Context: an optimization exercise on an open-source flow, tuned for small area. The choices shown serve that exercise and are no tape-out recipe.
In this exercise RTL edits were held to simulation tests only and were not proved equivalent to the original.

## ecc_codec
module ecc_codec (
  input  logic        clk,
  input  logic        rst_n,      
  input  logic        en,         
  input  logic [71:0] enc_d,      
  output logic [79:0] enc_q,      
  input  logic [79:0] dec_d,      
  output logic [71:0] dec_q,      
  output logic [7:0]  dec_syndrome,
  output logic        dec_sb_err,
  output logic        dec_db_err,
  output logic        dec_sb_fix
);
==> flow/config.mk <==
export PLATFORM = sky130hd
export DESIGN_NAME = ecc_codec
export DESIGN_NICKNAME = ecc_codec
export VERILOG_FILES = /design/flow/design.v
export SDC_FILE = /design/flow/constraint.sdc
export NUM_CORES = 4
export LEC_CHECK = 0
export CAP_MARGIN = 20
export CORE_MARGIN = 2
export CORE_UTILIZATION = 40
export CTS_CLUSTER_DIAMETER = 80
export CTS_CLUSTER_SIZE = 20
export SLEW_MARGIN = 20
==> flow/constraint.sdc <==
create_clock -name core_clock -period 4.0 [get_ports {clk}]
set_input_delay 0.8000 -clock core_clock [delete_from_list [all_inputs] [get_ports {clk}]]
set_output_delay 0.8000 -clock core_clock [all_outputs]
set_load 0.01 [all_outputs]
standard.sh (not shown) runs the stock make flow with config.mk's settings and CLKGATE_MAP_FILE= SYNTH_SCRIPT=/design/flow/synth_recipe.tcl, a recipe that flattens the netlist after the stock synthesis.
==> flow/flow/run.sh <==
#!/bin/bash
# The standard layout with these changes:
#  - synthesis maps each 2:1 mux (the registers' clock enables) to an a22o cell with a shared
#    inverted select (flow/mux_a22o.v), then maps the rest of the logic with an area-oriented
#    ABC script (flow/area.abc) instead of ORFS's speed script. The flip-flops are mapped
#    before ABC runs, so they are the standard synthesis's;
#  - every input and output port gets the smallest buffer (buf_1);
#  - clock tree synthesis takes its arguments from flow/cts_args when that file exists.
set -euo pipefail
W=$PWD
# synthesis script: synth_recipe.tcl with a wrapper around ABC's logic mapping
{
  head -n 1 synth_recipe.tcl
  cat <<TCL
proc abc {args} {
  set i [lsearch -exact \$args -script]
  if {\$i >= 0 && [string match *abc_speed.script [lindex \$args [expr {\$i + 1}]]]} {
    yosys techmap -map $W/flow/mux_a22o.v \$::env(DESIGN_NAME)
    yosys opt_merge
    lset args [expr {\$i + 1}] $W/flow/area.abc
  }
  yosys abc {*}\$args
}
TCL
  tail -n +2 synth_recipe.tcl
} > own_synth.tcl
sed "s#SYNTH_SCRIPT=[^ ]*synth_recipe.tcl#SYNTH_SCRIPT=$W/own_synth.tcl#" standard.sh > own_standard.sh
grep -q "SYNTH_SCRIPT=$W/own_synth.tcl" own_standard.sh
# clock tree synthesis arguments, if flow/cts_args gives them
if [[ -f flow/cts_args ]]; then
  export CTS_ARGS="$(cat flow/cts_args)"
fi
export BUFFER_PORTS_ARGS="-buffer_cell sky130_fd_sc_hd__buf_1"
bash own_standard.sh > own_flow.log 2>&1
==> flow/flow/area.abc <==
&get -n
&st
&synch2
&nf -R 1000
&put
==> flow/flow/cts_args <==
-sink_clustering_enable -repair_clock_nets -sink_clustering_size 10 -sink_clustering_max_diameter 50 -dont_use_dummy_load -buf_list {sky130_fd_sc_hd__clkbuf_4} -root_buf sky130_fd_sc_hd__clkbuf_16
==> flow/flow/mux_a22o.v <==
// Each 2:1 mux as an a22o cell with an inverted select; opt_merge shares the inverters.
module \$_MUX_ (input A, input B, input S, output Y);
  wire sn;
  \$_NOT_ inv (.A(S), .Y(sn));
  sky130_fd_sc_hd__a22o_1 _TECHMAP_REPLACE_ (.A1(S), .A2(B), .B1(sn), .B2(A), .X(Y));
endmodule
The baseline completed with no timing, DRC or antenna violations.
==> next run, changes <==
==> flow/flow/cts_args (replaced) <==
-sink_clustering_enable -repair_clock_nets -sink_clustering_size 12 -sink_clustering_max_diameter 60 -dont_use_dummy_load -buf_list {sky130_fd_sc_hd__clkbuf_4 sky130_fd_sc_hd__clkbuf_8} -root_buf sky130_fd_sc_hd__clkbuf_16
CORE_UTILIZATION = 55   (was 40)
CTS_CLUSTER_DIAMETER = not set   (was 80)
CTS_CLUSTER_SIZE = not set   (was 20)
The changed run completed without violations. Cell area fell by 1.2%. Hold slack is worse by 0.021 ns. Worst setup slack is worse by 0.032 ns. Non-clock buffer count fell by 2. Area after synthesis is unchanged. Critical path depth is unchanged. Via count fell by 1.6%. Flip-flop and latch count is unchanged.

## afterwards: timing with drivers on the ports
Ports are ideal in the flow. The routed layouts listed here were re-timed in OpenROAD.
Step 1, drivers: a clkbuf_16 drives clk and a buf_2 each remaining input, both assumed.
Step 2, shift: input delay + t, output delay - t, t = (earliest + latest rising clock arrival at the registers) / 2. This alone moves slack from input paths to output paths.
a / b / c = ideal ports / drivers / drivers and shift; a / b = the first two.
run | t (ns) | slack for setup (ns) | latest minus earliest clock arrival (ns)
the first run | 0.514 | 0.273 / 0.226 / 0.740 | 0.072 / 0.072
the second run | 0.528 | 0.241 / 0.193 / 0.720 | 0.025 / 0.025
After both steps every run listed still meets setup and hold.
